From an optimization exercise on the open Yosys and OpenROAD flow, aimed at small area, a short achievable clock period and few clock cycles; shortcuts taken in it are not production practice.
In this exercise RTL edits were held to simulation tests only and were not proved equivalent to the original.
Power and IR drop assume default switching activity.

run A:
// ATCONV
module  ATCONV(
	input		clk,
	input		reset,
	output	reg	busy,
	input		ready,
	output reg	[11:0]	iaddr,
	input signed [12:0]	idata,
	output	reg 	cwr,
	output reg	[11:0]	caddr_wr,
	output reg 	[12:0] 	cdata_wr,
	output	reg 	crd,
	output reg	[11:0] 	caddr_rd,
	input 	[12:0] 	cdata_rd,
	output reg 	csel
	);
reg        fin;
reg [3:0]  ph;         
reg [5:0]  B;          
reg        ex;         
reg        dup;        
reg [8:0]  D;          
reg [11:0] Ta, Tb;     
reg [12:0] Va, Vb;     
reg [12:0] Xa, Xb;     
reg        colv;       
reg [10:0] pos;        
reg        ov;         
reg [12:0] RD;         
wire ph0 = ph[0];
wire ph1 = ph[1];
wire ph2 = ph[2];
wire ph3 = ph[3];
wire [5:0] x  = iaddr[5:0];
wire [5:0] n  = {x[0], x[5:1] ^ {5{x[0]}}};
wire       n0 = (x == 6'd0) & ~ex;
wire [5:0] n1 = n + 6'd1;
wire       wrap = (x == 6'd1) & ~dup;
wire [5:0] xn = (ex | wrap) ? 6'd0 : dup ? x : {n1[4:0] ^ {5{n1[5]}}, n1[5]};
wire       dupn = ex | ((x == 6'd62) & ~dup);
wire       cv = !n0 && !((x == 6'd63) && !dup) && !B[5];
wire [5:0] B_n = B + {5'd0, ex};
wire [3:0] q   = B[4:1];
wire       p   = B[0];
wire [3:0] qn  = B_n[4:1];
wire [5:0] rtopn = (qn == 4'd0) ? 6'd0 : {qn - 4'd1, 1'b1, B_n[0]};
wire [5:0] rbot  = (q == 4'd15) ? 6'd63 : {q + 4'd1, 1'b0, p};
wire [4:0]  pq = pos[10:7];
wire        pp = pos[6];
wire [5:0]  o  = pos[5:0];
wire [10:0] pn = pos + 11'd1;
wire [4:0]  co = o[4:0] ^ {5{o[5]}};
wire [4:0]  cn = pn[4:0] ^ {5{pn[5]}};
wire        pool = pp | o[5];
wire [11:0] tw = {3'd0, D};
wire [11:0] t4 = {1'b0, D, 2'b00};
wire [12:0] vw = {3'b111, ~D, 1'b0};
wire [12:0] v8 = {D, 4'b0000};
wire [11:0] Ta_n = (ph1 ? 12'd3 : Ta) + (ph2 ? t4 : tw);
wire [12:0] Va_n = (ph0 ? ~{1'b0, Ta} : Va) + (ph0 ? 13'd0 : ph2 ? v8 : vw);
wire [11:0] Tb_n = (ph2 ? 12'd3 : Tb) + (ph3 ? t4 : tw);
wire [12:0] Vb_n = (ph2 ? ~{1'b0, Tb} : Vb) + (ph3 ? v8 : vw);
wire [12:0] so  = ph0 ? Xa + ~{1'b0, Ta} : Xb + ~{1'b0, Tb};
  ...
Settings: LEC_CHECK=0, ABC_CLOCK_PERIOD_IN_PS=2500, CAP_MARGIN=20, CORE_MARGIN=2, CORE_UTILIZATION=40, CTS_BUF_LIST=sky130_fd_sc_hd__clkbuf_8, SETUP_SLACK_MARGIN=5, SLEW_MARGIN=20; clock period 8.0 ns.
standard.sh (not shown) runs the stock make flow with config.mk's settings and CLKGATE_MAP_FILE= SYNTH_SCRIPT=/design/flow/synth_recipe.tcl, a recipe that flattens the netlist after the stock synthesis.
==> flow/flow/run.sh <==
#!/bin/bash
set -euo pipefail
export BUFFER_PORTS_ARGS="-buffer_cell sky130_fd_sc_hd__buf_1"
bash standard.sh SETUP_SLACK_MARGIN=5.15 finish > standard.log 2>&1
Testbench counts of run A, summed over its fixed seeds: cycles 102,972.
The following lists how run B was set up differently from run A:
==> flow/flow/run.sh <==
#!/bin/bash
set -euo pipefail
export BUFFER_PORTS_ARGS="-buffer_cell sky130_fd_sc_hd__buf_1"
bash standard.sh SETUP_SLACK_MARGIN=5.3 finish > standard.log 2>&1
Results
Summary: with run A as the reference, maximum operating frequency in run B moved up by a few percent.
Compared with run A, total power of the final layout in run B increased by a few percent.
The relative contribution of the clock network to total power in run B sits 0.7 points above the value recorded for run A.
Cmp run B vs run A: data arrival time of the worst path lower in run B
Run A -> run B: count of placed standard cells in the final layout, fillers left out decreased slightly
Relative to run A, total routing usage reported by global routing has decreased by 0.38 points in run B.
The inputs of run C differ from those of run B as listed below.
==> flow/flow/run.sh <==
#!/bin/bash
set -euo pipefail
export BUFFER_PORTS_ARGS="-buffer_cell sky130_fd_sc_hd__buf_1"
bash standard.sh SETUP_SLACK_MARGIN=5.5 finish > standard.log 2>&1
[summary]
Run C: flow completed, timing, DRC and antenna clean
In run C, the portion of the clock cycle consumed by the worst path in the final layout came out 0.59 points above the value in run B.
From run B to run C, deepest level of the CTS H-tree did not move at all.
Run C and run B ended up with roughly the same placed instance count.
Register-to-register slack: run B and run C compared, lower one is run C
Run C vs run B, clock-buffer cell count went up by 1.
Between run C and run B, the count of flip-flops with a built-in enable after synthesis figures differ only marginally.
Relative to run B, final routed wirelength across all metal layers increased by 12% in run C.
The following lists how run D was set up differently from run C:
Settings: setting TNS_END_PERCENT to 10 for the first time; changing CAP_MARGIN from 20 to 5; changing SLEW_MARGIN from 20 to 5.
==> flow/flow/run.sh <==
#!/bin/bash
set -euo pipefail
export BUFFER_PORTS_ARGS="-buffer_cell sky130_fd_sc_hd__buf_1"
bash standard.sh SETUP_SLACK_MARGIN=5.3 finish > standard.log 2>&1
==> comparison <==
Cell area after layout (run D vs. run C) decreases by more than 10%
| clock skew | run D vs run C | ≈ equal |
Run D: actual slew at the worst max-slew pin 14 ps above run C
Run D: ratio of cells with drive above 1 in the final layout is 16 points lower than what run C reported.
Wire length shrinks by more than 10% when moving from run C to run D.
Looking at end of the critical path, the cdata_wr[8] result is from run C; the iaddr[3] one comes from run D.
Changes in run E relative to run D:
Settings: changing CORE_UTILIZATION from 40 to 55; changing CAP_MARGIN from 5 to 20; changing SLEW_MARGIN from 5 to 20.
[summary]
Lower power consumption among run E and run D: run D. In the tables for run E and run D, area share of buffers outside the clock network reads lower with run D. | post-route minimum period | run D vs run E | ≈ equal |. Diff run D -> run E: post-layout worst setup margin about even, count of vias placed by the detailed router rose about 1.3%, length in cells of the worst reg-to-reg path rose 1, sequential cell area share fell 0.31 points.

-- afterwards: timing with drivers on the ports --
No port has a modelled driver above. Below, the same layouts with a new extraction and two added sets of constraints.
Step 1: set_driving_cell puts a clkbuf_16 on clk and a buf_2 on each other input, an assumption about the parent block.
Step 2, shift: input delay + t, output delay - t, t = (earliest + latest rising clock arrival at the registers) / 2. This alone moves slack from input paths to output paths.
Three values: no drivers, after step 1, after step 2; two values: the first two.
run | t (ns) | setup WS [ns] | clock arrival spread, ns
run A | 0.508 | 5.225 / 5.208 / 5.225 | 0.025 / 0.025
run B | 0.503 | 5.312 / 5.272 / 5.341 | 0.021 / 0.020
run C | 0.500 | 5.264 / 5.264 / 5.264 | 0.021 / 0.022
run D | 0.506 | 5.290 / 5.246 / 5.293 | 0.020 / 0.021
run E | 0.511 | 5.288 / 5.249 / 5.306 | 0.016 / 0.016
After both steps setup and hold are still met in every run listed.
